Source: an optimization exercise on an open RTL-to-GDS flow (aim: small area, a short achievable clock period and few clock cycles). Production flows keep margins and buffers that such runs may drop. RTL that was checked went through simulation tests only; none was proved equivalent to the original. No functional check of the RTL was part of runs 1 and 2. Power and IR drop assume default switching activity.

--- flow/design.v ---
`timescale 1ns/10ps
module pfx_add #(parameter N = 16) (
	input  [N-1:0] x,
	input  [N-1:0] y,
	input          cin,
	output [N-1:0] s,
	output [N-1:0] c,
	output         cout
);
	localparam L = $clog2(N);
	wire [N-1:0] g0 = x & y;
	wire [N-1:0] p0 = x ^ y;
	wire [N-1:0] G [0:L];
	wire [N-1:0] P [0:L];
	assign G[0] = {g0[N-1:1], g0[0] | (p0[0] & cin)};
	assign P[0] = p0;
	genvar l, i;
	generate
		for (l = 1; l <= L; l = l + 1) begin : lv
			for (i = 0; i < N; i = i + 1) begin : bt
				if ((i >> (l - 1)) & 1) begin : op
					localparam integer J = ((i >> (l - 1)) << (l - 1)) - 1;
					assign G[l][i] = G[l-1][i] | (P[l-1][i] & G[l-1][J]);
					assign P[l][i] = P[l-1][i] & P[l-1][J];
				end else begin : pass
					assign G[l][i] = G[l-1][i];
					assign P[l][i] = P[l-1][i];
				end
			end
		end
	endgenerate
	assign c = {G[L][N-2:0], cin};
	assign s = p0 ^ c;
	assign cout = G[L][N-1];
endmodule
`timescale 1ns/10ps
module mul_step (
	input  [16:0] h,      
	input  [16:0] A,      
	input  [7:0]  C,      
	input         neg,    
	output [24:0] t
);
	wire w1, w2, w3, w4, w5, w6, w7, w8, w9, w10, w11, w12, w13, w14, w15, w16, w17, w18, w19, w20, w21, w22, w23, w24, w25, w26, w27, w28, w29, w30, w31, w32, w33, w34, w35, w36, w37, w38, w39, w40, w41, w42, w43, w44, w45, w46, w47, w48, w49, w50, w51, w52, w53, w54, w55, w56, w57, w58, w59, w60, w61, w62, w63, w64, w65, w66, w67, w68, w69, w70, w71, w72, w73, w74, w75, w76, w77, w78, w79, w80, w81, w82, w83, w84, w85, w86, w87, w88, w89, w90, w91, w92, w93, w94, w95, w96, w97, w98, w99, w100, w101, w102, w103, w104, w105, w106, w107, w108, w109, w110, w111, w112, w113, w114, w115, w116, w117, w118, w119, w120, w121, w122, w123, w124, w125, w126, w127, w128, w129, w130, w131, w132, w133, w134, w135, w136, w137, w138, w139, w140, w141, w142, w143, w144, w145, w146, w147, w148, w149, w150, w151, w152, w153, w154, w155, w156, w157, w158, w159, w160, w161, w162, w163, w164, w165, w166, w167, w168, w169, w170, w171, w172, w173, w174, w175, w176, w177, w178, w179, w180, w181, w182, w183, w184, w185, w186, w187, w188, w189, w190, w191, w192, w193, w194, w195, w196, w197, w198, w199, w200, w201, w202, w203, w204, w205, w206, w207, w208, w209, w210, w211, w212, w213, w214, w215, w216, w217, w218, w219, w220, w221, w222, w223, w224, w225, w226, w227, w228, w229, w230, w231, w232, w233, w234, w235, w236, w237, w238, w239, w240, w241, w242, w243, w244, w245, w246, w247, w248, w249, w250, w251, w252, w253, w254, w255, w256, w257, w258;
	assign w1 = h[7] ^ (C[0] & A[7]);
	assign w2 = h[7] & (C[0] & A[7]);
	assign w3 = h[8] ^ (C[0] & A[8]);
	assign w4 = h[8] & (C[0] & A[8]);
	assign w5 = h[9] ^ (C[0] & A[9]);
	assign w6 = h[9] & (C[0] & A[9]);
	assign w7 = h[10] ^ (C[0] & A[10]);
	assign w8 = h[10] & (C[0] & A[10]);
	assign w9 = h[11] ^ (C[0] & A[11]);
	assign w10 = h[11] & (C[0] & A[11]);
	assign w11 = h[12] ^ (C[0] & A[12]);
	assign w12 = h[12] & (C[0] & A[12]);
	assign w13 = h[13] ^ (C[0] & A[13]);
	assign w14 = h[13] & (C[0] & A[13]);
	assign w15 = h[14] ^ (C[0] & A[14]);
	assign w16 = h[14] & (C[0] & A[14]);
	assign w17 = h[15] ^ (C[0] & A[15]);
	assign w18 = h[15] & (C[0] & A[15]);
	assign w19 = ~h[16] ^ ~(C[0] & A[16]);
	assign w20 = ~h[16] & ~(C[0] & A[16]);
	assign w21 = h[5] ^ (C[0] & A[5]);
	assign w22 = h[5] & (C[0] & A[5]);
	assign w23 = h[6] ^ (C[0] & A[6]) ^ (C[1] & A[5]);
	assign w24 = (h[6] & (C[0] & A[6])) | ((C[1] & A[5]) & (h[6] ^ (C[0] & A[6])));
	assign w25 = (C[2] & A[4]) ^ (C[3] & A[3]);
	assign w26 = (C[2] & A[4]) & (C[3] & A[3]);
	assign w27 = w1 ^ (C[1] & A[6]) ^ (C[2] & A[5]);
	assign w28 = (w1 & (C[1] & A[6])) | ((C[2] & A[5]) & (w1 ^ (C[1] & A[6])));
	assign w29 = (C[3] & A[4]) ^ (C[4] & A[3]) ^ (C[5] & A[2]);
	assign w30 = ((C[3] & A[4]) & (C[4] & A[3])) | ((C[5] & A[2]) & ((C[3] & A[4]) ^ (C[4] & A[3])));
	assign w31 = (C[6] & A[1]) ^ (C[7] & (A[0] ^ neg));
	assign w32 = (C[6] & A[1]) & (C[7] & (A[0] ^ neg));
	assign w33 = w2 ^ w3 ^ (C[1] & A[7]);
	assign w34 = (w2 & w3) | ((C[1] & A[7]) & (w2 ^ w3));
	assign w35 = (C[2] & A[6]) ^ (C[3] & A[5]) ^ (C[4] & A[4]);
	assign w36 = ((C[2] & A[6]) & (C[3] & A[5])) | ((C[4] & A[4]) & ((C[2] & A[6]) ^ (C[3] & A[5])));
	assign w37 = (C[5] & A[3]) ^ (C[6] & A[2]) ^ (C[7] & (A[1] ^ neg));
	assign w38 = ((C[5] & A[3]) & (C[6] & A[2])) | ((C[7] & (A[1] ^ neg)) & ((C[5] & A[3]) ^ (C[6] & A[2])));
	assign w39 = w4 ^ w5 ^ (C[1] & A[8]);
	assign w40 = (w4 & w5) | ((C[1] & A[8]) & (w4 ^ w5));
	assign w41 = (C[2] & A[7]) ^ (C[3] & A[6]) ^ (C[4] & A[5]);
	assign w42 = ((C[2] & A[7]) & (C[3] & A[6])) | ((C[4] & A[5]) & ((C[2] & A[7]) ^ (C[3] & A[6])));
	assign w43 = (C[5] & A[4]) ^ (C[6] & A[3]) ^ (C[7] & (A[2] ^ neg));
	assign w44 = ((C[5] & A[4]) & (C[6] & A[3])) | ((C[7] & (A[2] ^ neg)) & ((C[5] & A[4]) ^ (C[6] & A[3])));
	assign w45 = w6 ^ w7 ^ (C[1] & A[9]);
	assign w46 = (w6 & w7) | ((C[1] & A[9]) & (w6 ^ w7));
	assign w47 = (C[2] & A[8]) ^ (C[3] & A[7]) ^ (C[4] & A[6]);
	assign w48 = ((C[2] & A[8]) & (C[3] & A[7])) | ((C[4] & A[6]) & ((C[2] & A[8]) ^ (C[3] & A[7])));
	assign w49 = (C[5] & A[5]) ^ (C[6] & A[4]) ^ (C[7] & (A[3] ^ neg));
	assign w50 = ((C[5] & A[5]) & (C[6] & A[4])) | ((C[7] & (A[3] ^ neg)) & ((C[5] & A[5]) ^ (C[6] & A[4])));
	assign w51 = w8 ^ w9 ^ (C[1] & A[10]);
	assign w52 = (w8 & w9) | ((C[1] & A[10]) & (w8 ^ w9));
	assign w53 = (C[2] & A[9]) ^ (C[3] & A[8]) ^ (C[4] & A[7]);
	assign w54 = ((C[2] & A[9]) & (C[3] & A[8])) | ((C[4] & A[7]) & ((C[2] & A[9]) ^ (C[3] & A[8])));
	assign w55 = (C[5] & A[6]) ^ (C[6] & A[5]) ^ (C[7] & (A[4] ^ neg));
	assign w56 = ((C[5] & A[6]) & (C[6] & A[5])) | ((C[7] & (A[4] ^ neg)) & ((C[5] & A[6]) ^ (C[6] & A[5])));
	assign w57 = w10 ^ w11 ^ (C[1] & A[11]);
	assign w58 = (w10 & w11) | ((C[1] & A[11]) & (w10 ^ w11));
	assign w59 = (C[2] & A[10]) ^ (C[3] & A[9]) ^ (C[4] & A[8]);
	assign w60 = ((C[2] & A[10]) & (C[3] & A[9])) | ((C[4] & A[8]) & ((C[2] & A[10]) ^ (C[3] & A[9])));
	assign w61 = (C[5] & A[7]) ^ (C[6] & A[6]) ^ (C[7] & (A[5] ^ neg));
	assign w62 = ((C[5] & A[7]) & (C[6] & A[6])) | ((C[7] & (A[5] ^ neg)) & ((C[5] & A[7]) ^ (C[6] & A[6])));
	assign w63 = w12 ^ w13 ^ (C[1] & A[12]);
	assign w64 = (w12 & w13) | ((C[1] & A[12]) & (w12 ^ w13));
	assign w65 = (C[2] & A[11]) ^ (C[3] & A[10]) ^ (C[4] & A[9]);
	assign w66 = ((C[2] & A[11]) & (C[3] & A[10])) | ((C[4] & A[9]) & ((C[2] & A[11]) ^ (C[3] & A[10])));
	assign w67 = (C[5] & A[8]) ^ (C[6] & A[7]) ^ (C[7] & (A[6] ^ neg));
	assign w68 = ((C[5] & A[8]) & (C[6] & A[7])) | ((C[7] & (A[6] ^ neg)) & ((C[5] & A[8]) ^ (C[6] & A[7])));
	assign w69 = w14 ^ w15 ^ (C[1] & A[13]);
	assign w70 = (w14 & w15) | ((C[1] & A[13]) & (w14 ^ w15));
	assign w71 = (C[2] & A[12]) ^ (C[3] & A[11]) ^ (C[4] & A[10]);
	assign w72 = ((C[2] & A[12]) & (C[3] & A[11])) | ((C[4] & A[10]) & ((C[2] & A[12]) ^ (C[3] & A[11])));
	assign w73 = (C[5] & A[9]) ^ (C[6] & A[8]) ^ (C[7] & (A[7] ^ neg));
	assign w74 = ((C[5] & A[9]) & (C[6] & A[8])) | ((C[7] & (A[7] ^ neg)) & ((C[5] & A[9]) ^ (C[6] & A[8])));
	assign w75 = w16 ^ w17 ^ (C[1] & A[14]);
	assign w76 = (w16 & w17) | ((C[1] & A[14]) & (w16 ^ w17));
	assign w77 = (C[2] & A[13]) ^ (C[3] & A[12]) ^ (C[4] & A[11]);
	assign w78 = ((C[2] & A[13]) & (C[3] & A[12])) | ((C[4] & A[11]) & ((C[2] & A[13]) ^ (C[3] & A[12])));
	assign w79 = (C[5] & A[10]) ^ (C[6] & A[9]) ^ (C[7] & (A[8] ^ neg));
	assign w80 = ((C[5] & A[10]) & (C[6] & A[9])) | ((C[7] & (A[8] ^ neg)) & ((C[5] & A[10]) ^ (C[6] & A[9])));
	assign w81 = w18 ^ w19 ^ (C[1] & A[15]);
	assign w82 = (w18 & w19) | ((C[1] & A[15]) & (w18 ^ w19));
	assign w83 = (C[2] & A[14]) ^ (C[3] & A[13]) ^ (C[4] & A[12]);
	assign w84 = ((C[2] & A[14]) & (C[3] & A[13])) | ((C[4] & A[12]) & ((C[2] & A[14]) ^ (C[3] & A[13])));
	assign w85 = (C[5] & A[11]) ^ (C[6] & A[10]) ^ (C[7] & (A[9] ^ neg));
	assign w86 = ((C[5] & A[11]) & (C[6] & A[10])) | ((C[7] & (A[9] ^ neg)) & ((C[5] & A[11]) ^ (C[6] & A[10])));
	assign w87 = w20 ^ ~(C[1] & A[16]) ^ (C[2] & A[15]);
	assign w88 = (w20 & ~(C[1] & A[16])) | ((C[2] & A[15]) & (w20 ^ ~(C[1] & A[16])));
	assign w89 = (C[3] & A[14]) ^ (C[4] & A[13]) ^ (C[5] & A[12]);
	assign w90 = ((C[3] & A[14]) & (C[4] & A[13])) | ((C[5] & A[12]) & ((C[3] & A[14]) ^ (C[4] & A[13])));
	assign w91 = (C[6] & A[11]) ^ (C[7] & (A[10] ^ neg));
	assign w92 = (C[6] & A[11]) & (C[7] & (A[10] ^ neg));
	assign w93 = ~(C[2] & A[16]) ^ (C[3] & A[15]) ^ (C[4] & A[14]);
	assign w94 = (~(C[2] & A[16]) & (C[3] & A[15])) | ((C[4] & A[14]) & (~(C[2] & A[16]) ^ (C[3] & A[15])));
	assign w95 = (C[5] & A[13]) ^ (C[6] & A[12]);
	assign w96 = (C[5] & A[13]) & (C[6] & A[12]);
	assign w97 = ~(C[3] & A[16]) ^ (C[4] & A[15]);
	assign w98 = ~(C[3] & A[16]) & (C[4] & A[15]);
	assign w99 = h[3] ^ (C[0] & A[3]);
	assign w100 = h[3] & (C[0] & A[3]);
	assign w101 = h[4] ^ (C[0] & A[4]) ^ (C[1] & A[3]);
	assign w102 = (h[4] & (C[0] & A[4])) | ((C[1] & A[3]) & (h[4] ^ (C[0] & A[4])));
	assign w103 = (C[2] & A[2]) ^ (C[3] & A[1]);
	assign w104 = (C[2] & A[2]) & (C[3] & A[1]);
	assign w105 = w21 ^ (C[1] & A[4]) ^ (C[2] & A[3]);
	assign w106 = (w21 & (C[1] & A[4])) | ((C[2] & A[3]) & (w21 ^ (C[1] & A[4])));
	assign w107 = (C[3] & A[2]) ^ (C[4] & A[1]) ^ (C[5] & A[0]);
	assign w108 = ((C[3] & A[2]) & (C[4] & A[1])) | ((C[5] & A[0]) & ((C[3] & A[2]) ^ (C[4] & A[1])));
	assign w109 = w22 ^ w23 ^ w25;
	assign w110 = (w22 & w23) | (w25 & (w22 ^ w23));
	assign w111 = (C[4] & A[2]) ^ (C[5] & A[1]) ^ (C[6] & A[0]);
	assign w112 = ((C[4] & A[2]) & (C[5] & A[1])) | ((C[6] & A[0]) & ((C[4] & A[2]) ^ (C[5] & A[1])));
	assign w113 = w24 ^ w26 ^ w27;
	assign w114 = (w24 & w26) | (w27 & (w24 ^ w26));
	assign w115 = w29 ^ w31 ^ (C[7] & neg);
	assign w116 = (w29 & w31) | ((C[7] & neg) & (w29 ^ w31));
	assign w117 = w28 ^ w30 ^ w32;
	assign w118 = (w28 & w30) | (w32 & (w28 ^ w30));
	assign w119 = w33 ^ w35 ^ w37;
	assign w120 = (w33 & w35) | (w37 & (w33 ^ w35));
	assign w121 = w34 ^ w36 ^ w38;
	assign w122 = (w34 & w36) | (w38 & (w34 ^ w36));
	assign w123 = w39 ^ w41 ^ w43;
	assign w124 = (w39 & w41) | (w43 & (w39 ^ w41));
	assign w125 = w40 ^ w42 ^ w44;
	assign w126 = (w40 & w42) | (w44 & (w40 ^ w42));
	assign w127 = w45 ^ w47 ^ w49;
	assign w128 = (w45 & w47) | (w49 & (w45 ^ w47));
	assign w129 = w46 ^ w48 ^ w50;
	assign w130 = (w46 & w48) | (w50 & (w46 ^ w48));
	assign w131 = w51 ^ w53 ^ w55;
	assign w132 = (w51 & w53) | (w55 & (w51 ^ w53));
	assign w133 = w52 ^ w54 ^ w56;
	assign w134 = (w52 & w54) | (w56 & (w52 ^ w54));
	assign w135 = w57 ^ w59 ^ w61;
	assign w136 = (w57 & w59) | (w61 & (w57 ^ w59));
	assign w137 = w58 ^ w60 ^ w62;
	assign w138 = (w58 & w60) | (w62 & (w58 ^ w60));
	assign w139 = w63 ^ w65 ^ w67;
	assign w140 = (w63 & w65) | (w67 & (w63 ^ w65));
	assign w141 = w64 ^ w66 ^ w68;
	assign w142 = (w64 & w66) | (w68 & (w64 ^ w66));
	assign w143 = w69 ^ w71 ^ w73;
	assign w144 = (w69 & w71) | (w73 & (w69 ^ w71));
	assign w145 = w70 ^ w72 ^ w74;
	assign w146 = (w70 & w72) | (w74 & (w70 ^ w72));
	assign w147 = w75 ^ w77 ^ w79;
	assign w148 = (w75 & w77) | (w79 & (w75 ^ w77));
	assign w149 = w76 ^ w78 ^ w80;
	assign w150 = (w76 & w78) | (w80 & (w76 ^ w78));
	assign w151 = w81 ^ w83 ^ w85;
	assign w152 = (w81 & w83) | (w85 & (w81 ^ w83));
	assign w153 = w82 ^ w84 ^ w86;
	assign w154 = (w82 & w84) | (w86 & (w82 ^ w84));
	assign w155 = w87 ^ w89 ^ w91;
	assign w156 = (w87 & w89) | (w91 & (w87 ^ w89));
	assign w157 = w88 ^ w90 ^ w92;
	assign w158 = (w88 & w90) | (w92 & (w88 ^ w90));
	assign w159 = w93 ^ w95 ^ (C[7] & (A[11] ^ neg));
	assign w160 = (w93 & w95) | ((C[7] & (A[11] ^ neg)) & (w93 ^ w95));
	assign w161 = w94 ^ w96 ^ w97;
	assign w162 = (w94 & w96) | (w97 & (w94 ^ w96));
	assign w163 = (C[5] & A[14]) ^ (C[6] & A[13]) ^ (C[7] & (A[12] ^ neg));
	assign w164 = ((C[5] & A[14]) & (C[6] & A[13])) | ((C[7] & (A[12] ^ neg)) & ((C[5] & A[14]) ^ (C[6] & A[13])));
	assign w165 = w98 ^ ~(C[4] & A[16]) ^ (C[5] & A[15]);
	assign w166 = (w98 & ~(C[4] & A[16])) | ((C[5] & A[15]) & (w98 ^ ~(C[4] & A[16])));
	assign w167 = (C[6] & A[14]) ^ (C[7] & (A[13] ^ neg));
	assign w168 = (C[6] & A[14]) & (C[7] & (A[13] ^ neg));
	assign w169 = ~(C[5] & A[16]) ^ (C[6] & A[15]);
	assign w170 = ~(C[5] & A[16]) & (C[6] & A[15]);
	assign w171 = h[2] ^ (C[0] & A[2]);
	assign w172 = h[2] & (C[0] & A[2]);
	assign w173 = w99 ^ (C[1] & A[2]) ^ (C[2] & A[1]);
	assign w174 = (w99 & (C[1] & A[2])) | ((C[2] & A[1]) & (w99 ^ (C[1] & A[2])));
	assign w175 = w100 ^ w101 ^ w103;
	assign w176 = (w100 & w101) | (w103 & (w100 ^ w101));
	assign w177 = w102 ^ w104 ^ w105;
	assign w178 = (w102 & w104) | (w105 & (w102 ^ w104));
	assign w179 = w106 ^ w108 ^ w109;
	assign w180 = (w106 & w108) | (w109 & (w106 ^ w108));
	assign w181 = w110 ^ w112 ^ w113;
	assign w182 = (w110 & w112) | (w113 & (w110 ^ w112));
	assign w183 = w114 ^ w116 ^ w117;
	assign w184 = (w114 & w116) | (w117 & (w114 ^ w116));
	assign w185 = w118 ^ w120 ^ w121;
	assign w186 = (w118 & w120) | (w121 & (w118 ^ w120));
	assign w187 = w122 ^ w124 ^ w125;
	assign w188 = (w122 & w124) | (w125 & (w122 ^ w124));
	assign w189 = w126 ^ w128 ^ w129;
	assign w190 = (w126 & w128) | (w129 & (w126 ^ w128));
	assign w191 = w130 ^ w132 ^ w133;
	assign w192 = (w130 & w132) | (w133 & (w130 ^ w132));
	assign w193 = w134 ^ w136 ^ w137;
	assign w194 = (w134 & w136) | (w137 & (w134 ^ w136));
	assign w195 = w138 ^ w140 ^ w141;
	assign w196 = (w138 & w140) | (w141 & (w138 ^ w140));
	assign w197 = w142 ^ w144 ^ w145;
	assign w198 = (w142 & w144) | (w145 & (w142 ^ w144));
	assign w199 = w146 ^ w148 ^ w149;
	assign w200 = (w146 & w148) | (w149 & (w146 ^ w148));
	assign w201 = w150 ^ w152 ^ w153;
	assign w202 = (w150 & w152) | (w153 & (w150 ^ w152));
	assign w203 = w154 ^ w156 ^ w157;
	assign w204 = (w154 & w156) | (w157 & (w154 ^ w156));
	assign w205 = w158 ^ w160 ^ w161;
	assign w206 = (w158 & w160) | (w161 & (w158 ^ w160));
	assign w207 = w162 ^ w164 ^ w165;
	assign w208 = (w162 & w164) | (w165 & (w162 ^ w164));
	assign w209 = w166 ^ w168 ^ w169;
	assign w210 = (w166 & w168) | (w169 & (w166 ^ w168));
	assign w211 = w170 ^ ~(C[6] & A[16]);
	assign w212 = w170 & ~(C[6] & A[16]);
	assign w213 = h[1] ^ (C[0] & A[1]);
	assign w214 = h[1] & (C[0] & A[1]);
	assign w215 = w171 ^ (C[1] & A[1]) ^ (C[2] & A[0]);
	assign w216 = (w171 & (C[1] & A[1])) | ((C[2] & A[0]) & (w171 ^ (C[1] & A[1])));
	assign w217 = w172 ^ w173 ^ (C[3] & A[0]);
	assign w218 = (w172 & w173) | ((C[3] & A[0]) & (w172 ^ w173));
	assign w219 = w174 ^ w175 ^ (C[4] & A[0]);
	assign w220 = (w174 & w175) | ((C[4] & A[0]) & (w174 ^ w175));
	assign w221 = w176 ^ w177 ^ w107;
	assign w222 = (w176 & w177) | (w107 & (w176 ^ w177));
	assign w223 = w178 ^ w179 ^ w111;
	assign w224 = (w178 & w179) | (w111 & (w178 ^ w179));
	assign w225 = w180 ^ w181 ^ w115;
	assign w226 = (w180 & w181) | (w115 & (w180 ^ w181));
	assign w227 = w182 ^ w183 ^ w119;
	assign w228 = (w182 & w183) | (w119 & (w182 ^ w183));
	assign w229 = w184 ^ w185 ^ w123;
	assign w230 = (w184 & w185) | (w123 & (w184 ^ w185));
	assign w231 = w186 ^ w187 ^ w127;
	assign w232 = (w186 & w187) | (w127 & (w186 ^ w187));
	assign w233 = w188 ^ w189 ^ w131;
	assign w234 = (w188 & w189) | (w131 & (w188 ^ w189));
	assign w235 = w190 ^ w191 ^ w135;
	assign w236 = (w190 & w191) | (w135 & (w190 ^ w191));
	assign w237 = w192 ^ w193 ^ w139;
	assign w238 = (w192 & w193) | (w139 & (w192 ^ w193));
	assign w239 = w194 ^ w195 ^ w143;
	assign w240 = (w194 & w195) | (w143 & (w194 ^ w195));
	assign w241 = w196 ^ w197 ^ w147;
	assign w242 = (w196 & w197) | (w147 & (w196 ^ w197));
	assign w243 = w198 ^ w199 ^ w151;
	assign w244 = (w198 & w199) | (w151 & (w198 ^ w199));
	assign w245 = w200 ^ w201 ^ w155;
	assign w246 = (w200 & w201) | (w155 & (w200 ^ w201));
	assign w247 = w202 ^ w203 ^ w159;
	assign w248 = (w202 & w203) | (w159 & (w202 ^ w203));
	assign w249 = w204 ^ w205 ^ w163;
	assign w250 = (w204 & w205) | (w163 & (w204 ^ w205));
	assign w251 = w206 ^ w207 ^ w167;
	assign w252 = (w206 & w207) | (w167 & (w206 ^ w207));
	assign w253 = w208 ^ w209 ^ (C[7] & (A[14] ^ neg));
	assign w254 = (w208 & w209) | ((C[7] & (A[14] ^ neg)) & (w208 ^ w209));
	assign w255 = w210 ^ w211 ^ (C[7] & (A[15] ^ neg));
	assign w256 = (w210 & w211) | ((C[7] & (A[15] ^ neg)) & (w210 ^ w211));
	assign w257 = w212 ^ ~(C[7] & (A[16] ^ neg));
	assign w258 = w212 & ~(C[7] & (A[16] ^ neg));
	wire [24:0] xx = {w258, w256, w254, w252, w250, w248, w246, w244, w242, w240, w238, w236, w234, w232, w230, w228, w226, w224, w222, w220, w218, w216, w214, w213, h[0]};
	wire [24:0] yy = {1'b1, w257, w255, w253, w251, w249, w247, w245, w243, w241, w239, w237, w235, w233, w231, w229, w227, w225, w223, w221, w219, w217, w215, (C[1] & A[0]), (C[0] & A[0])};
	wire [24:0] cc;
	wire co;
	pfx_add #(25) add_i (.x(xx), .y(yy), .cin(1'b0), .s(t), .c(cc), .cout(co));
endmodule
`timescale 1ns/10ps
module div_step (
	input  [15:0] r,
	input         abit,
	input  [15:0] b,
	output [15:0] rn,
	output        q
);
	wire [16:0] tt = {r, abit};
	wire [16:0] d;
	wire [16:0] c;
	pfx_add #(17) sub_i (.x(tt), .y({1'b1, ~b}), .cin(1'b1), .s(d), .c(c), .cout(q));
	assign rn = q ? d[15:0] : tt[15:0];
endmodule
`timescale 1ns/10ps
module zmc_alu (
	input  [15:0] a_in,
	input  [15:0] b_in,
	input  [7:0]  op_in,
	input         z_flag_in,
	input         s_flag_in,
	input         c_flag_in,
	input         ovr_flag_in,
	input         clk,
	input         a_reset_l,
	output reg [15:0] c_out,
	output reg    z_flag_out,
	output reg    s_flag_out,
	output reg    c_flag_out,
	output reg    ovr_flag_out,
	output        valid_out
);
	wire [15:0] a = a_in;
	wire [15:0] b = b_in;
	wire [3:0]  n = op_in[3:0];
	wire        cont = op_in[5];
	wire        zi = z_flag_in, si = s_flag_in, ci = c_flag_in, vi = ovr_flag_in;
	wire hi00    = (op_in[7:6] == 2'b00) & ~op_in[4];
	wire n_arith = (n == 4'h0) | (n == 4'h1) | (n == 4'h3) | (n == 4'h4) | (n == 4'h8) | (n == 4'hB);
	wire g_arith = hi00 & n_arith;
	wire g_logic = (op_in[7:4] == 4'h4);
	wire g_shift = (op_in[7:4] == 4'h8) & ~(op_in[2] & op_in[1]);
	wire is_mul  = hi00 & (n == 4'h2);
	wire is_div  = (op_in == 8'h0F);
	wire is_md   = is_mul | is_div;
	wire signd   = op_in[5];
	wire        x_a    = (n == 4'h8) | (n == 4'hB);
	wire        x_ones = (n == 4'h4);
	wire        y_inv  = (n == 4'h3) | (n == 4'hB);
	wire        cin    = cont ? (ci & (n != 4'h0)) : ((n == 4'h1) | (n == 4'h3) | (n == 4'hB));
	wire [15:0] x = x_a ? a : {16{x_ones}};
	wire [15:0] y = y_inv ? ~b : b;
	wire [15:0] sum, carry;
	wire        c16;
	pfx_add #(16) add_i (.x(x), .y(y), .cin(cin), .s(sum), .c(carry), .cout(c16));
	wire        c15 = carry[15];
	wire        sum_zero = ((x ^ y) == {x[14:0] | y[14:0], cin});
	wire        b_nz   = |b;
	wire        b_lnz  = |b[14:0];
	wire        neg_sub = ~cont & y_inv;       
	wire        negc    = cont & (n == 4'h3);  
	reg ar_c, ar_v;
	always @(*) begin
		if (negc) begin
			ar_c = b_nz | ci;
			ar_v = ~ci & b[15] & ~b_lnz;
		end else if (neg_sub) begin
			ar_c = c16 & b_nz;
			ar_v = (c16 & b_nz) ^ (c15 & b_lnz);
		end else begin
			ar_c = c16;
			ar_v = c16 ^ c15;
		end
	end
	wire mov   = (n == 4'h0);
	wire ar_z  = mov ? zi : (sum_zero & (~cont | zi));
	wire ar_s  = mov ? si : sum[15];
	wire ar_cf = mov ? ci : ar_c;
	wire ar_vf = mov ? vi : ar_v;
	reg [15:0] lg;
	integer i;
	always @(*) begin
		for (i = 0; i < 16; i = i + 1)
			lg[i] = op_in[{b[i], a[i]}];
		if (n == 4'hF) lg = 16'h0001;
	end
	reg        sh_fill, sh_c;
	reg [15:0] sh;
	always @(*) begin
		sh_c = ci;
		case (op_in[2:0])
			3'd0: sh_fill = 1'b0;
			3'd1: sh_fill = 1'b1;
			3'd2: sh_fill = op_in[3] ? b[0] : b[15];
			3'd4: sh_fill = op_in[3] ? b[15] : b[0];
			default: sh_fill = ci;
		endcase
		if (op_in[2:0] == 3'd5) sh_c = op_in[3] ? b[15] : b[0];
		sh = op_in[3] ? {b[14:0], sh_fill} : {sh_fill, b[15:1]};
	end
	reg  [2:0]  cnt;
	reg         vreg;
	reg  [16:0] ra;    
	reg  [14:0] rb;    
	wire        first = (cnt == 3'd0);
	wire [24:0] t;
	mul_step mul_i (
		.h(first ? 17'd0 : ra),
		.A({signd & a[15], a}),
		.C(first ? b[7:0] : b[15:8]),
		.neg(signd & ~first),
		.t(t)
	);
	reg  [2:0] abits;
	always @(*) begin
		case (cnt)
			3'd0: abits = a[15:13];
			3'd1: abits = a[12:10];
			3'd2: abits = a[9:7];
			3'd3: abits = a[6:4];
			3'd4: abits = a[3:1];
			default: abits = {a[0], 2'b00};
		endcase
	end
	wire [15:0] r0 = first ? 16'd0 : ra[15:0];
	wire [15:0] r1, r2, r3;
	wire        q1, q2, q3;
	div_step d1 (.r(r0), .abit(abits[2]), .b(b), .rn(r1), .q(q1));
	div_step d2 (.r(r1), .abit(abits[1]), .b(b), .rn(r2), .q(q2));
	div_step d3 (.r(r2), .abit(abits[0]), .b(b), .rn(r3), .q(q3));
	wire div_last = (cnt == 3'd5);
	always @(posedge clk or negedge a_reset_l) begin
		if (!a_reset_l) begin
			cnt  <= 3'd0;
			vreg <= 1'b0;
		end else begin
			cnt  <= (is_md & ~vreg) ? cnt + 3'd1 : 3'd0;
			vreg <= ~vreg & ((is_mul & (cnt == 3'd1)) | (is_div & div_last));
		end
	end
	always @(posedge clk) begin
		if (is_mul) begin
			ra <= t[24:8];
			if (first) rb[7:0] <= t[7:0];
		end else if (is_div) begin
			ra <= {1'b0, div_last ? r1 : r3};
			if (~div_last) rb <= {rb[11:0], q1, q2, q3};
		end
	end
	assign valid_out = vreg;
	wire [15:0] md_out = vreg ? ra[15:0] :
	                     is_mul ? {t[7:0], rb[7:0]} : {rb[14:0], q1};
	wire a_z  = ~(|a);
	wire md_z = is_div ? (a_z & b_nz) : (a_z | ~b_nz);
	wire md_s = is_div ? si : (signd & (a[15] ^ b[15]));
	wire md_v = is_div ? ~b_nz : vi;
	always @(*) begin
		c_out = 16'd0; z_flag_out = 1'b0; s_flag_out = 1'b0; c_flag_out = 1'b0; ovr_flag_out = 1'b0;
		if (g_arith) begin
			c_out = sum; z_flag_out = ar_z; s_flag_out = ar_s; c_flag_out = ar_cf; ovr_flag_out = ar_vf;
		end else if (g_logic) begin
			c_out = lg; z_flag_out = (lg == 16'd0); s_flag_out = lg[15]; c_flag_out = ci; ovr_flag_out = vi;
		end else if (g_shift) begin
			c_out = sh; z_flag_out = (sh == 16'd0); s_flag_out = sh[15]; c_flag_out = sh_c; ovr_flag_out = vi;
		end else if (is_md) begin
			c_out = md_out; z_flag_out = md_z; s_flag_out = md_s; c_flag_out = ci; ovr_flag_out = md_v;
		end
	end
endmodule
--- flow/run.sh ---
#!/bin/bash
# synth_recipe.tcl (not shown) runs the flow's synth.tcl, then flattens the netlist and writes it again
# the make line also repeats each setting of config.mk as NAME=value (left out here)
make -C /OpenROAD-flow-scripts/flow DESIGN_CONFIG=/design/flow/config.mk WORK_HOME=/design/flow/orfs CLKGATE_MAP_FILE= SYNTH_SCRIPT=/design/flow/synth_recipe.tcl finish
--- flow/config.mk ---
export PLATFORM = sky130hd
export DESIGN_NAME = zmc_alu
export DESIGN_NICKNAME = zmc_alu
export VERILOG_FILES = /design/flow/design.v
export SDC_FILE = /design/flow/constraint.sdc
export NUM_CORES = 4
export LEC_CHECK = 0
export CAP_MARGIN = 20
export CORE_MARGIN = 2
export CORE_UTILIZATION = 40
export SLEW_MARGIN = 20
--- flow/constraint.sdc ---
create_clock -name core_clock -period 16.0 [get_ports {clk}]
set_input_delay 3.2000 -clock core_clock [delete_from_list [all_inputs] [get_ports {clk}]]
set_output_delay 3.2000 -clock core_clock [all_outputs]
set_load 0.01 [all_outputs]
==> results of run 1 <==
worst max-delay path: cells and delay by family:
family | cells | cell delay [ps]
fa+ha+maj | 4 | 1170
compound gates | 17 | 4100
simple gates | 5 | 1780
buf+inv | 5 | 1220
mux | 3 | 1260
stage by stage:
stage	power, mW	util [%]
2_1_floorplan	0.579	-
3_3_place_gp	0.792	44.3
3_5_place_dp	0.799	44.3
4_1_cts	0.922	44.9
5_1_grt	1.00	44.9
6_report	0.924	44.9
final timing paths:
check,cells past startpoint,startpoint,slack [ps],end
min reg2reg,0,rb[11],460,rb[14]
min,0,rb[11],460,rb[14]
max reg2reg,33,cnt[0],6150,ra[12]
min in group asynchronous,1,a_reset_l,3130,cnt[1]
max in group asynchronous,1,a_reset_l,12670,vreg
max,34,a_in[9],3320,ra[12]
synthesized netlist by cell type, drive strengths merged (4+ instances only):
cell type  instances  area (sq um)
xor2              59           517
xnor2             43           377
nor3b              4          30.0
nor2              93           349
a211oi            12          95.1
a22oi              5          37.5
edfxtp            32           961
clkbuf            69           259
o21a              25           188
nor4              15          93.8
o211ai            12          90.1
o311ai             5          43.8
o21bai             4          30.0
nand2            125           469
nand4             13          81.3
mux2i             36           360
and4               4          35.0
o21ai             69           345
a31oi              9          56.3
inv              181           679
or3                5          31.3
mux2              12           139
nand2b            20           125
nor2b             53           332
and2              46           288
o221ai             9          78.8
a21oi             80           400
nand3             26           130
mux4              13           293
ha               127          1590
a221o              4          40.0
or2                7          43.8
fa               127          2540
buf               10          60.1
a32oi              5          43.8
o22ai             11          68.8
dfrtp              4           100
a21o              16           120
nor3              29           145
a211o              4          35.0
power breakdown:
part / switching, mW / internal [mW] / leakage (nW) / total [mW]
registers: 0.000345 / 0.103 / 0.346 / 0.103
logic: 0.420 / 0.279 / 5.65 / 0.699
clock network: 0.0477 / 0.0743 / 0.0804 / 0.122
layer usage:
layer,vias up,wire (um)
met5,-,0
met2,551,19000
met3,90,3510
li1,5022,-
met1,5407,17800
met4,0,1520
cell type report:
class                   count  area share (%)
multi-input cells        1166            75.3
flip-flops and latches     36            7.98
repair buffers             96            6.66
inverters                 181            5.11
well taps                 390            3.67
clock buffers               5           0.941
clock inverters             3           0.348
diodes                      1          0.0188
sequential cells by signal (all words and copies together) (netlist names):
register,count
rb,15
ra,17
cnt,3
vreg,1
cell families after synthesis:
kind of cell	count (synthesis)
AO/OA/AOI/OAI	303
multiplexers	61
XOR/XNOR	102
buffers and inverters	260
AND/OR/NAND/NOR	446
flip-flops	36
adder cells (fa/ha/maj)	254
==> results.sh, run 1 <==
export IMPL_detailedRoute_firstPassIterationCount=6
export IMPL_overflow=0
export IMPL_critPathMaxStageDelay_ps=750
export IMPL_area_delta_synth_final_pct=10.3
export IMPL_layout_cells_non_filler=1878
export IMPL_holdCritPathClass="flip-flop to flip-flop"
export IMPL_drv_max_cap_violation_count=0
export IMPL_crit_path_start_kind="input port"
export IMPL_drtAntennaViolNets=0
export IMPL_number_of_placed_i_o_pins=67
export IMPL_final_critical_path_setup_slack_ps=3320
export IMPL_ys_warn_count=4
export IMPL_syn_cell_area_sq_um=12100
export IMPL_via_per_inst=5.89
export IMPL_async_reset_ff_share_pct=11.1
export IMPL_critical_path_class="input port to flip-flop"
export IMPL_detailedPlacementHpwl_um=33200
export IMPL_initial_antenna_violation_count=0
export IMPL_routed_wl_um=41800
export IMPL_cts_buffers_inserted=5
export IMPL_finalClockSkew_ps=2.86
export IMPL_grt_busiest_layer="met2"
export IMPL_clkLatencyLatePin_ps=300
export IMPL_final_hold_worst_slack_ps=457
export IMPL_post_route_clock_period_utilization_pct=79.3
export IMPL_post_drt_wl_per_cell_um=22.2
export IMPL_vias=11100
export IMPL_synth_xor_xnor_area_share_pct=7.41
export IMPL_place_gp_congestion=0.992
export IMPL_cp_data_arrival_time_ps=12730
export IMPL_die_width_um=178
export IMPL_fp_coreArea_sq_um=29600
export IMPL_synth_cell_type_count=71
export IMPL_synthFlopType="sky130_fd_sc_hd__edfxtp_1"
export IMPL_critPathCaptureType="flip-flop"
export IMPL_route_detailed_drc=0
export IMPL_power_leakage_nw=6.07
export IMPL_layout_area_seq_sq_um=1060
export IMPL_synth_compound_area_share_pct=16.5
export IMPL_synth_yosys_seq_area_share_pct=8.80
export IMPL_synth_edff_count=32
export IMPL_synthCells=1462
export IMPL_dieArea_sq_um=31600
export IMPL_globalRouteMet2Util_pct=43.6
export IMPL_outcome="timing/DRC/antenna clean"
export IMPL_number_of_global_route_vias_before_repair=11000
export IMPL_layout_cell_area_non_filler_sq_um=13300
export IMPL_fp_dieH_um=178
export IMPL_htree_num_levels=2
export IMPL_grt_max_degree=38
export IMPL_ir_drop_mv=0.0796
export IMPL_number_of_placed_instances_with_taps_included=1869
export IMPL_cts_resized=0
export IMPL_layout_commonest_cell="sky130_fd_sc_hd__inv_1"
export IMPL_starting_density_of_the_core_pct=40.7
export IMPL_cpMaxStageDelayCell="sky130_fd_sc_hd__clkdlybuf4s50_1"
export IMPL_powerDensity_nw_per_um2=69.5
export IMPL_detailed_place_area_sq_um=13100
export IMPL_reg_clk_slew_reported_paths_ps=70
export IMPL_yosys_area_share_adder_pct=34.3
export IMPL_worst_pin_slew_ps=1070
export IMPL_cts_repair_timing_setup_buffer_count=0
export IMPL_setup_viol_count_final=0
export IMPL_avgSynthCellArea_sq_um=8.25
export IMPL_finalHoldViolCount=0
export IMPL_final_max_slew_viol_count=0
export IMPL_yosys_mux_area_fraction_pct=6.57
export IMPL_placement_io_buffers=66
export IMPL_ys_ff_latch=36
export IMPL_critPathRequiredTime_ps=16050
export IMPL_maxClockFrequency_mhz=78.8
export IMPL_fill_cells=2963
export IMPL_placement_rows=63
export IMPL_root_buffer="sky130_fd_sc_hd__clkbuf_16"
export IMPL_initial_detailed_routing_violation_count=1168
export IMPL_combinational_family_with_the_most_area_after_synthesis="adder cells"
export IMPL_layout_cells_most_common_list="sky130_fd_sc_hd__inv_1 (181), sky130_fd_sc_hd__fa_1 (127), sky130_fd_sc_hd__ha_1 (127), sky130_fd_sc_hd__nand2_1 (125), sky130_fd_sc_hd__nor2_1 (93)"
export IMPL_global_route_usage_met3_pct=3.83
export IMPL_preCtsSetupSlack_ps=3190
export IMPL_global_route_usage_met1_pct=37.1
export IMPL_tritoncts_clock_tree="yes"
export IMPL_cts_num_sinks=36
export IMPL_grt_pass1_wl_um=64800
export IMPL_globalRouteTotalUtil_pct=27.0
export IMPL_relSlewSlack_pct=28.4
export IMPL_cts_max_path_buffers=2
export IMPL_rsz_0062_raised_after_global_routing="false"
export IMPL_drive_gt1_share_pct=4.64
export IMPL_worstPathMaxFanout=21
export IMPL_fin_crit_ps=12680
export IMPL_multiInputGateArea_sq_um=10000
export IMPL_simple_gate_share_of_the_synthesized_area_pct=18.2
export IMPL_totalNegativeSetupSlack_ps=0
export IMPL_layout_nets=1786
export IMPL_cts_hold_buffers_added=0
export IMPL_synth_nets=1762
==> run 2, diff against run 1 <==
--- a/flow/config.mk
+++ b/flow/config.mk
@@ -7,2 +7,3 @@
 export LEC_CHECK = 0
+export ABC_CLOCK_PERIOD_IN_PS = 8000
 export CAP_MARGIN = 20
@@ -10,2 +11,3 @@
 export CORE_UTILIZATION = 40
+export SETUP_SLACK_MARGIN = 5
 export SLEW_MARGIN = 20
==> results.sh, run 2 <==
export IMPL_outcome="timing/DRC/antenna clean"
export IMPL_initial_antenna_violation_count=0
export IMPL_finalClockSkew_ps=2.63
export IMPL_reg_clk_slew_reported_paths_ps=70
export IMPL_antenna_cells_inserted=0
export IMPL_tritoncts_clock_tree="yes"
export IMPL_layout_nets=1808
export IMPL_yosys_area_share_adder_pct=34.3
export IMPL_powerDensity_nw_per_um2=68.9
export IMPL_top_register="ra"
export IMPL_synth_nets=1762
export IMPL_rsz_0062_raised_after_global_routing="true"
export IMPL_starting_density_of_the_core_pct=40.7
export IMPL_globalRouteTotalUtil_pct=27.4
export IMPL_layout_top_registers="ra (17), rb (15), cnt (3)"
export IMPL_htree_num_levels=2
export IMPL_min_to="rb[12]"
export IMPL_synth_xor_xnor_area_share_pct=7.41
export IMPL_fp_coreArea_sq_um=29600
export IMPL_yosys_mux_area_fraction_pct=6.57
export IMPL_ys_warn_count=4
export IMPL_clkLatencyLatePin_ps=300
export IMPL_critPathRequiredTime_ps=16050
export IMPL_drtAntennaViolNets=0
export IMPL_worst_pin_slew_ps=1100
export IMPL_cpMaxStageDelayCell="sky130_fd_sc_hd__fa_1"
export IMPL_cts_hold_buffers_added=0
export IMPL_synth_edff_count=32
export IMPL_finalHoldViolCount=0
export IMPL_crit_path_start_kind="input port"
export IMPL_placement_io_buffers=66
export IMPL_worstPathMaxFanout=21
export IMPL_number_of_placed_i_o_pins=67
export IMPL_final_hold_worst_slack_ps=458
export IMPL_yosysMostFrequentCell="sky130_fd_sc_hd__inv_1"
export IMPL_dieArea_sq_um=31600
export IMPL_holdCritPathClass="flip-flop to flip-flop"
export IMPL_simple_gate_share_of_the_synthesized_area_pct=18.2
export IMPL_synth_yosys_seq_area_share_pct=8.80
export IMPL_layout_area_seq_sq_um=1060
export IMPL_place_gp_congestion=0.992
export IMPL_synth_top_cell_by_area="sky130_fd_sc_hd__fa_1"
export IMPL_grt_pass1_wl_um=65600
export IMPL_r2r_end="ra[12]"
export IMPL_setup_viol_count_final=0
export IMPL_synth_compound_area_share_pct=16.5
export IMPL_area_delta_synth_final_pct=15.0
export IMPL_synthCells=1462
export IMPL_totalNegativeSetupSlack_ps=0
export IMPL_synth_cell_type_count=71
export IMPL_maxClockFrequency_mhz=91.6
export IMPL_combinational_family_with_the_most_area_after_synthesis="adder cells"
export IMPL_netlist_top_cells_count="sky130_fd_sc_hd__inv_1 (181), sky130_fd_sc_hd__fa_1 (127), sky130_fd_sc_hd__ha_1 (127)"
export IMPL_placement_rows=63
export IMPL_hold_depth=0
export IMPL_final_max_slew_viol_count=0
export IMPL_grt_max_degree=38
export IMPL_ir_drop_mv=0.0790
export IMPL_cts_num_sinks=36
export IMPL_ys_ff_latch=36
export IMPL_fp_dieH_um=178
export IMPL_cp_data_arrival_time_ps=10960
export IMPL_power_leakage_nw=6.36
export IMPL_die_width_um=178
export IMPL_routed_wl_um=43100
export IMPL_rr_startpoint="cnt[0]"
export IMPL_overflow=0
export IMPL_timing_reg2reg_worst_path_depth=33
export IMPL_detailedRoute_firstPassIterationCount=9
export IMPL_number_of_global_route_vias_before_repair=11100
export IMPL_hold_path_startpoint="rb[9]"
export IMPL_synthTopCellsByArea="sky130_fd_sc_hd__fa_1 (21%), sky130_fd_sc_hd__ha_1 (13%), sky130_fd_sc_hd__edfxtp_1 (8.0%)"
export IMPL_synthFlopType="sky130_fd_sc_hd__edfxtp_1"
export IMPL_rrSetupSlack_ps=7520
export IMPL_initial_detailed_routing_violation_count=1116
export IMPL_critPathCaptureType="flip-flop"
export IMPL_cts_max_path_buffers=2
export IMPL_fin_crit_ps=10910
export IMPL_syn_cell_area_sq_um=12100
export IMPL_synth_top_area_share_pct=21.1
export IMPL_multiInputGateArea_sq_um=10400
export IMPL_avgSynthCellArea_sq_um=8.25
export IMPL_fill_cells=2908
export IMPL_critPathMaxStageDelay_ps=430
export IMPL_critical_path_class="input port to flip-flop"
export IMPL_drive_gt1_share_pct=10.5
export IMPL_async_reset_ff_share_pct=11.1
export IMPL_root_buffer="sky130_fd_sc_hd__clkbuf_16"
export IMPL_via_per_inst=5.98
export IMPL_layout_cells_most_common_list="sky130_fd_sc_hd__inv_1 (178), sky130_fd_sc_hd__fa_1 (126), sky130_fd_sc_hd__ha_1 (123), sky130_fd_sc_hd__nand2_1 (122), sky130_fd_sc_hd__nor2_1 (91)"
export IMPL_relSlewSlack_pct=26.3
export IMPL_worst_path_most_repeated_cell="sky130_fd_sc_hd__buf_4"
export IMPL_post_route_clock_period_utilization_pct=68.2
export IMPL_layout_commonest_cell="sky130_fd_sc_hd__inv_1"
export IMPL_detailedPlacementHpwl_um=33200
export IMPL_post_drt_wl_per_cell_um=22.7
export IMPL_route_detailed_drc=0
export IMPL_largest_register_ffs=17
export IMPL_vias=11300
export IMPL_cts_buffers_inserted=5
export IMPL_drv_max_cap_violation_count=0
==> run 2: cell counts after synthesis <==
Identical to the previous run, type by type.
==> run 2: worst max-delay path by stage <==
| stage | start | to | slack [ps] | cells after the start |
|---|---|---|---|---|
| final | a_in[15] | ra[12] | 5090 | 35 |
| after global routing | a_in[15] | ra[12] | 4740 | 35 |
| after CTS | a_in[15] | ra[12] | 4840 | 33 |
| after detailed placement | a_in[9] | ra[12] | 3190 | 34 |
| after global placement | a_in[9] | ra[12] | 3530 | 33 |
| after floorplan | a_in[15] | ra[8] | 5430 | 36 |
==> run 2: repair_timing <==
action,CTS,global route
resized for setup,90,57
endpoints found under the setup margin,30,26
hold endpoints to repair,0,0
buffers inserted,14,6
cloned,1,1
pin swaps,5,15
==> run 2: per-layer routing <==
metal,GRT usage (%),wire [um],vias to the layer above
met2,44.0,19400,615
met1,37.4,18000,5550
met4,9.87,1790,0
li1,-,-,5071
met3,4.09,3950,111
met5,0,0,-
==> run 2: report_power, final <==
group | switching [mW] | internal (mW) | total, mW
clock | 0.0485 | 0.0743 | 0.123
sequential | 0.000353 | 0.103 | 0.103
combinational | 0.434 | 0.295 | 0.729
total | 0.482 | 0.472 | 0.955
==> run 2: stage by stage <==
stage          power [mW]  area [sq um]  setup WS, ps  cells  util (%)
5_1_grt              1.03         13900          4740   1899      46.8
3_5_place_dp        0.799         13100          3190   1869      44.3
2_1_floorplan       0.579         12100          5430   1462         -
6_report            0.955         13900          5090   1899      46.8
3_3_place_gp        0.792         13100          3530   1869      44.3
4_1_cts             0.927         13600          4840   1892      45.8
==> run 2: final cells by class <==
cell class | instances | share of cell area, %
tap | 390 | 3.52
timing repair buffer | 117 | 7.90
sequential | 36 | 7.65
multi-input combinational | 1167 | 74.8
clock buffer | 5 | 0.902
clock inverter | 3 | 0.334
inverter | 181 | 4.93
==> run 2: worst max-delay path, delay by kind of cell <==
kind	cells	cell delay [ps]
and+or+nand+nor	6	750
AOI/OAI and AO/OA	16	3460
adders and majority gates	4	1310
buffers and inverters	6	1140
muxes	3	1050
==> run 2: cells by family (layout without fill, tap and decap cells) <==
logic type | after synthesis | in the layout
compound gates | 303 | 303
xor+xnor | 102 | 102
fa+ha+maj | 254 | 254
buf+inv | 260 | 306
flops | 36 | 36
mux | 61 | 61
simple gates | 446 | 447
==> run 3, diff against run 2 <==
--- a/flow/design.v
+++ b/flow/design.v
@@ -1,3 +1,3 @@
 `timescale 1ns/10ps
-module pfx_add #(parameter N = 16) (
+module pfx_add #(parameter N = 16, parameter L = 4) (
 	input  [N-1:0] x,
@@ -9,3 +9,2 @@
 );
-	localparam L = $clog2(N);
 	wire [N-1:0] g0 = x & y;
@@ -306,3 +305,3 @@
 	wire co;
-	pfx_add #(25) add_i (.x(xx), .y(yy), .cin(1'b0), .s(t), .c(cc), .cout(co));
+	pfx_add #(25, 5) add_i (.x(xx), .y(yy), .cin(1'b0), .s(t), .c(cc), .cout(co));
 endmodule
@@ -319,3 +318,3 @@
 	wire [16:0] c;
-	pfx_add #(17) sub_i (.x(tt), .y({1'b1, ~b}), .cin(1'b1), .s(d), .c(c), .cout(q));
+	pfx_add #(17, 5) sub_i (.x(tt), .y({1'b1, ~b}), .cin(1'b1), .s(d), .c(c), .cout(q));
 	assign rn = q ? d[15:0] : tt[15:0];
==> results.sh, run 3 <==
export IMPL_fp_coreArea_sq_um=29600
export IMPL_grt_max_degree=38
export IMPL_htree_num_levels=2
export IMPL_detailedPlacementHpwl_um=33200
export IMPL_tritoncts_clock_tree="yes"
export IMPL_synth_top_area_share_pct=21.1
export IMPL_number_of_placed_instances_with_taps_included=1869
export IMPL_cts_max_path_buffers=2
export IMPL_overflow=0
export IMPL_area_delta_synth_final_pct=15.0
export IMPL_placement_rows=63
export IMPL_layout_nets=1808
export IMPL_ys_ff_latch=36
export IMPL_reg_clk_slew_reported_paths_ps=70
export IMPL_dieArea_sq_um=31600
export IMPL_finalClockSkew_ps=2.63
export IMPL_globalRouteTotalUtil_pct=27.4
export IMPL_yosysMostFrequentCell="sky130_fd_sc_hd__inv_1"
export IMPL_ir_drop_mv=0.0790
export IMPL_detailedRoute_firstPassIterationCount=9
export IMPL_synth_yosys_seq_area_share_pct=8.80
export IMPL_timing_critical_path_to="ra[12]"
export IMPL_layout_cells_most_common_list="sky130_fd_sc_hd__inv_1 (178), sky130_fd_sc_hd__fa_1 (126), sky130_fd_sc_hd__ha_1 (123), sky130_fd_sc_hd__nand2_1 (122), sky130_fd_sc_hd__nor2_1 (91)"
export IMPL_preCtsSetupSlack_ps=3190
export IMPL_drtAntennaViolNets=0
export IMPL_routed_wl_um=43100
export IMPL_critPathRequiredTime_ps=16050
export IMPL_final_critical_path_setup_slack_ps=5090
export IMPL_initial_antenna_violation_count=0
export IMPL_layout_commonest_cell="sky130_fd_sc_hd__inv_1"
export IMPL_drv_max_cap_violation_count=0
export IMPL_clkLatencyLatePin_ps=300
export IMPL_syn_cell_area_sq_um=12100
export IMPL_rr_startpoint="cnt[0]"
export IMPL_crit_path_start_kind="input port"
export IMPL_cts_hold_buffers_added=0
export IMPL_critical_path_class="input port to flip-flop"
export IMPL_totalNegativeSetupSlack_ps=0
export IMPL_avgSynthCellArea_sq_um=8.25
export IMPL_critPathMaxStageDelay_ps=430
export IMPL_placement_io_buffers=66
export IMPL_drive_gt1_share_pct=10.5
export IMPL_grt_pass1_wl_um=65600
export IMPL_final_hold_worst_slack_ps=458
export IMPL_cts_num_sinks=36
export IMPL_antenna_cells_inserted=0
export IMPL_timing_critical_path_max_delay_family="compound AO/OA/AOI/OAI gates"
export IMPL_layout_cells_non_filler=1899
export IMPL_synthFlopType="sky130_fd_sc_hd__edfxtp_1"
export IMPL_via_per_inst=5.98
export IMPL_r2r_end="ra[12]"
export IMPL_final_max_slew_viol_count=0
export IMPL_rrSetupSlack_ps=7520
export IMPL_worst_path_stages=35
export IMPL_setup_viol_count_final=0
export IMPL_synthTopCellsByArea="sky130_fd_sc_hd__fa_1 (21%), sky130_fd_sc_hd__ha_1 (13%), sky130_fd_sc_hd__edfxtp_1 (8.0%)"
export IMPL_post_drt_wl_per_cell_um=22.7
export IMPL_initial_detailed_routing_violation_count=1116
export IMPL_synth_nets=1762
export IMPL_async_reset_ff_share_pct=11.1
export IMPL_timing_reg2reg_worst_path_depth=33
export IMPL_number_of_placed_i_o_pins=67
export IMPL_synth_top_cell_by_area="sky130_fd_sc_hd__fa_1"
export IMPL_fin_util_pct=46.8
export IMPL_layout_top_registers="ra (17), rb (15), cnt (3)"
export IMPL_power_leakage_nw=6.36
export IMPL_synth_cell_type_count=71
export IMPL_number_of_global_route_vias_before_repair=11100
export IMPL_relSlewSlack_pct=26.3
export IMPL_starting_density_of_the_core_pct=40.7
export IMPL_worstPathMaxFanout=21
export IMPL_fin_crit_ps=10910
export IMPL_powerDensity_nw_per_um2=68.9
export IMPL_worst_pin_slew_ps=1100
export IMPL_critPathCaptureType="flip-flop"
export IMPL_maxClockFrequency_mhz=91.6
export IMPL_root_buffer="sky130_fd_sc_hd__clkbuf_16"
export IMPL_place_gp_congestion=0.992
export IMPL_synthCells=1462
export IMPL_route_detailed_drc=0
export IMPL_cts_buffers_inserted=5
export IMPL_holdCritPathClass="flip-flop to flip-flop"
export IMPL_die_width_um=178
export IMPL_vias=11300
export IMPL_ys_warn_count=4
export IMPL_finalHoldViolCount=0
export IMPL_cpMaxStageDelayCell="sky130_fd_sc_hd__fa_1"
export IMPL_netlist_top_cells_count="sky130_fd_sc_hd__inv_1 (181), sky130_fd_sc_hd__fa_1 (127), sky130_fd_sc_hd__ha_1 (127)"
export IMPL_cp_buffers_inverters=6
export IMPL_cp_data_arrival_time_ps=10960
export IMPL_fp_dieH_um=178
export IMPL_post_route_clock_period_utilization_pct=68.2
export IMPL_rsz_0062_raised_after_global_routing="true"
export IMPL_outcome="timing/DRC/antenna clean"
export IMPL_synth_edff_count=32
export IMPL_top_register="ra"
export IMPL_worst_path_most_repeated_cell="sky130_fd_sc_hd__buf_4"
export IMPL_largest_register_ffs=17
export IMPL_worstSetupStartpoint="a_in[15]"
[run 3: cell counts in the layout (fill, tap and decap cells not counted)]
No cell type changed its count.
[run 3: worst register-to-register path, delay by kind of cell, from the launching register on]
family | cells | cell delay [ps]
muxes | 3 | 1060
buffers and inverters | 5 | 990
adders and majority gates | 4 | 1350
DFF | 1 | 400
and+or+nand+nor | 8 | 1400
AOI/OAI and AO/OA | 13 | 3000
[run 3: timing repair]
action | in CTS | in global routing
gates resized for setup | 90 | 57
pin swaps | 5 | 15
setup buffers | 14 | 6
setup endpoints to repair | 30 | 26
cloned | 1 | 1
[run 3: how the worst min path moves through the flow]
| stage | from | end | slack [ps] | cells after the start |
|---|---|---|---|---|
| after detailed placement | rb[11] | rb[14] | 440 | 0 |
| after floorplan | rb[9] | rb[12] | 430 | 0 |
| after global routing | rb[10] | rb[13] | 470 | 0 |
| final | rb[9] | rb[12] | 460 | 0 |
| after CTS | rb[11] | rb[14] | 460 | 0 |
| after global placement | rb[10] | rb[13] | 440 | 0 |
[run 3: through the flow]
stage          cell area, sq um  total power [mW]
2_1_floorplan             12100             0.579
3_3_place_gp              13100             0.792
3_5_place_dp              13100             0.799
4_1_cts                   13600             0.927
5_1_grt                   13900              1.03
6_report                  13900             0.955
[run 3: where the power goes]
part	internal, mW	switching, mW	leakage (nW)	total, mW
clock network	0.0743	0.0485	0.0804	0.123
logic	0.295	0.434	5.93	0.729
registers	0.103	0.000353	0.346	0.103
total	0.472	0.482	6.36	0.955
[run 3: area by class of cell]
cell class	count	area [sq um]
Clock buffer	5	125
Clock inverter	3	46.3
Fill cell	2908	15800
Inverter	181	683
Multi-Input combinational cell	1167	10400
Sequential cell	36	1060
Tap cell	390	488
Timing Repair Buffer	117	1090
[run 3: cells by family after synthesis]
family | share of synthesized area (%)
muxes | 6.57
DFF | 8.80
AOI/OAI and AO/OA | 16.5
buffers and inverters | 8.28
and+or+nand+nor | 18.2
adders and majority gates | 34.3
xor gates and xnor gates | 7.41
[run 3: per-layer routing]
layer	track usage [%]	up-vias	routed length, um
li1	-	5071	-
met3	4.09	111	3950
met1	37.4	5550	18000
met4	9.87	0	1790
met2	44.0	615	19400
met5	0	-	0
Testbench counts of run 3, summed over its fixed seeds: cycles 6,584.
==> run 4, diff against run 3 <==
==> flow/flow/run.sh (new file) <==
#!/bin/bash
set -e
sed 's/SETUP_SLACK_MARGIN=[0-9.]*/SETUP_SLACK_MARGIN=8/' standard.sh > standard_margin.sh
bash standard_margin.sh > standard.log 2>&1
==> flow/standard.sh (new file) <==
#!/bin/bash
# synth_recipe.tcl (not shown) runs the flow's synth.tcl, then flattens the netlist and writes it again
# the make line also repeats each setting of config.mk as NAME=value (left out here)
make -C /OpenROAD-flow-scripts/flow DESIGN_CONFIG=/design/flow/config.mk WORK_HOME=/design/flow/orfs CLKGATE_MAP_FILE= SYNTH_SCRIPT=/design/flow/synth_recipe.tcl "${@:-finish}"
removed: flow/run.sh
==> results.sh, run 4 <==
export IMPL_multiInputGateArea_sq_um=11600
export IMPL_fill_cells=2624
export IMPL_finalHoldViolCount=0
export IMPL_synth_top_area_share_pct=21.1
export IMPL_root_buffer="sky130_fd_sc_hd__clkbuf_16"
export IMPL_number_of_placed_i_o_pins=67
export IMPL_detailedRoute_firstPassIterationCount=6
export IMPL_tritoncts_clock_tree="yes"
export IMPL_cts_num_sinks=36
export IMPL_layout_cells_most_common_list="sky130_fd_sc_hd__inv_1 (164), sky130_fd_sc_hd__buf_4 (144), sky130_fd_sc_hd__nand2_1 (116), sky130_fd_sc_hd__fa_1 (110), sky130_fd_sc_hd__ha_1 (99)"
export IMPL_post_route_clock_period_utilization_pct=65.3
export IMPL_layout_top_registers="ra (17), rb (15), cnt (3)"
export IMPL_holdCritPathClass="flip-flop to flip-flop"
export IMPL_yosysMostFrequentCell="sky130_fd_sc_hd__inv_1"
export IMPL_outcome="timing/DRC/antenna clean"
export IMPL_synthCells=1462
export IMPL_synth_yosys_seq_area_share_pct=8.80
export IMPL_die_width_um=178
export IMPL_synth_top_cell_by_area="sky130_fd_sc_hd__fa_1"
export IMPL_maxClockFrequency_mhz=95.7
export IMPL_critical_path_class="input port to output pin"
export IMPL_relSlewSlack_pct=30.9
export IMPL_drtAntennaViolNets=0
export IMPL_rr_startpoint="cnt[1]"
export IMPL_grt_pass1_wl_um=74000
export IMPL_synth_cell_type_count=71
export IMPL_avgSynthCellArea_sq_um=8.25
export IMPL_place_gp_congestion=0.957
export IMPL_layout_area_seq_sq_um=1060
export IMPL_synthTopCellsByArea="sky130_fd_sc_hd__fa_1 (21%), sky130_fd_sc_hd__ha_1 (13%), sky130_fd_sc_hd__edfxtp_1 (8.0%)"
export IMPL_syn_cell_area_sq_um=12100
export IMPL_async_reset_ff_share_pct=11.1
export IMPL_placement_rows=63
export IMPL_fin_crit_ps=10450
export IMPL_fp_dieH_um=178
export IMPL_detailedPlacementHpwl_um=34000
export IMPL_cts_buffers_inserted=5
export IMPL_powerDensity_nw_per_um2=65.3
export IMPL_top_register="ra"
export IMPL_crit_path_start_kind="input port"
export IMPL_netlist_top_cells_count="sky130_fd_sc_hd__inv_1 (181), sky130_fd_sc_hd__fa_1 (127), sky130_fd_sc_hd__ha_1 (127)"
export IMPL_worstPathMaxFanout=5
export IMPL_critPathCaptureType="output pin"
export IMPL_overflow=0
export IMPL_routed_wl_um=49600
export IMPL_synthFlopType="sky130_fd_sc_hd__edfxtp_1"
export IMPL_final_critical_path_setup_slack_ps=5550
export IMPL_ir_drop_mv=0.0651
export IMPL_clkLatencyLatePin_ps=300
export IMPL_starting_density_of_the_core_pct=40.7
export IMPL_worst_pin_slew_ps=1030
export IMPL_cts_hold_buffers_added=0
export IMPL_reg_clk_slew_reported_paths_ps=70
export IMPL_number_of_global_route_vias_before_repair=12500
export IMPL_layout_nets=1970
export IMPL_placement_io_buffers=66
export IMPL_yosys_area_share_adder_pct=34.3
export IMPL_hold_path_startpoint="rb[11]"
export IMPL_post_drt_wl_per_cell_um=24.1
export IMPL_synth_nets=1762
export IMPL_layout_commonest_cell="sky130_fd_sc_hd__inv_1"
export IMPL_final_hold_worst_slack_ps=456
export IMPL_ys_warn_count=4
export IMPL_dieArea_sq_um=31600
export IMPL_vias=12300
export IMPL_preCtsSetupSlack_ps=3970
export IMPL_cp_data_arrival_time_ps=7250
export IMPL_rsz_0062_raised_after_global_routing="true"
export IMPL_finalClockSkew_ps=3.13
export IMPL_initial_detailed_routing_violation_count=1388
export IMPL_synth_xor_xnor_area_share_pct=7.41
export IMPL_fp_coreArea_sq_um=29600
export IMPL_drv_max_cap_violation_count=0
export IMPL_yosys_mux_area_fraction_pct=6.57
export IMPL_final_max_slew_viol_count=0
export IMPL_simple_gate_share_of_the_synthesized_area_pct=18.2
export IMPL_totalNegativeSetupSlack_ps=0
export IMPL_setup_viol_count_final=0
export IMPL_via_per_inst=5.98
export IMPL_largest_register_ffs=17
export IMPL_combinational_family_with_the_most_area_after_synthesis="adder cells"
export IMPL_power_leakage_nw=7.51
export IMPL_critPathRequiredTime_ps=12800
export IMPL_worstSetupStartpoint="b_in[0]"
export IMPL_synth_edff_count=32
export IMPL_cts_max_path_buffers=2
export IMPL_htree_num_levels=2
export IMPL_route_detailed_drc=0
export IMPL_drive_gt1_share_pct=32.7
export IMPL_globalRouteTotalUtil_pct=31.4
export IMPL_synth_compound_area_share_pct=16.5
export IMPL_grt_max_degree=38
export IMPL_area_delta_synth_final_pct=38.5
export IMPL_initial_antenna_violation_count=1
export IMPL_ys_ff_latch=36
run 4: cell counts after synthesis:
No cell type changed its count.
run 4: worst max-delay path, stage by stage:
cell and delay, ps:
sky130_fd_sc_hd__buf_6 90, sky130_fd_sc_hd__buf_6 110, sky130_fd_sc_hd__mux2i_4 250, sky130_fd_sc_hd__buf_6 140
sky130_fd_sc_hd__buf_6 80, sky130_fd_sc_hd__buf_6 80, sky130_fd_sc_hd__buf_4 100, sky130_fd_sc_hd__nor2b_2 40
sky130_fd_sc_hd__fa_1 460, sky130_fd_sc_hd__fa_1 500, sky130_fd_sc_hd__fa_1 520, sky130_fd_sc_hd__buf_4 160
sky130_fd_sc_hd__fa_2 550, sky130_fd_sc_hd__nand2_2 80, sky130_fd_sc_hd__a21oi_2 160, sky130_fd_sc_hd__a21oi_2 50
sky130_fd_sc_hd__o221ai_2 240, sky130_fd_sc_hd__o21ai_1 110, sky130_fd_sc_hd__o21ai_1 130, sky130_fd_sc_hd__buf_2 170
run 4: worst paths after layout:
check	depth (start not counted)	slack [ps]	endpoint
hold / removal	0	460	rb[14]
max in group asynchronous	1	12730	cnt[0]
setup reg to reg	37	7700	ra[4]
min in group asynchronous	1	3100	vreg
setup / recovery	20	5550	c_out[12]
hold reg to reg	0	460	rb[14]
run 4: cell families after synthesis:
group           Yosys count
simple gates            446
compound gates          303
flops                    36
fa+ha+maj               254
xor+xnor                102
mux                      61
buf+inv                 260
run 4: cell type report:
cell class                 instances  area share (%)
clock buffer                       5           0.749
multi-input combinational       1168            69.4
tap                              390            2.92
inverter                         181            4.16
clock inverter                     3           0.112
antenna                            1          0.0150
sequential                        36            6.35
timing repair buffer             278            16.3
run 4: where the power goes:
group	switching (mW)	total, mW	internal [mW]
Sequential	0.000415	0.103	0.103
Combinational	0.485	0.882	0.397
Clock	0.0481	0.106	0.0577
run 4: metal layers:
layer	global-route usage, %	vias to the layer above	share of wire, %
met4	17.9	0	6.6
met3	6.66	201	10
met1	39.8	6007	39
li1	-	5395	-
met5	0	-	0
met2	49.4	731	45
run 4: metrics by stage:
step / total power, mW / cells / area, sq um / util [%]
after floorplan: 0.620 / 1462 / 12700 / -
after detailed placement: 0.820 / 1872 / 13700 / 46.1
after global placement: 0.808 / 1872 / 13700 / 46.1
final: 1.09 / 2062 / 16700 / 56.4
after CTS: 1.01 / 2004 / 15800 / 53.2
after global routing: 1.17 / 2062 / 16700 / 56.4
run 4: what timing repair did:
action / CTS / global route
setup buffers: 117 / 57
endpoints found under the setup margin: 39 / 39
cloned: 7 / 0
gates resized for setup: 438 / 140
pin swaps: 108 / 109

[re-timing with driven ports]
How much do the figures lean on ideal ports? The routed layouts below were timed once more, with nothing changed but the port constraints.
Step 1 sets driving cells, clkbuf_16 on the clock port and buf_2 on the other inputs (assumed; they add their load-dependent delay and slew).
Step 2, shift: input delay + t, output delay - t, t = (earliest + latest rising clock arrival at the registers) / 2. This alone moves slack from input paths to output paths.
Slacks: no drivers / after step 1 / after step 2; pairs: no drivers / after step 1.
run | shift t [ns] | setup WS [ns] | worst setup path at the end | clock arrival spread, ns
run 1 | 0.343 | 3.317 / 3.333 / 2.990 | input to register | 0.003 / 0.003
run 2 | 0.344 | 5.088 / 5.110 / 4.770 | input to register | 0.002 / 0.002
run 3 | 0.344 | 5.088 / 5.110 / 4.770 | input to register | 0.002 / 0.002
run 4 | 0.338 | 5.552 / 5.522 / 5.376 | input to register | 0.003 / 0.003
After both steps every run listed still meets setup and hold. The setup slack of run 1, which loses most, moves by +0.016 ns with the drivers and by -0.327 ns with both steps.
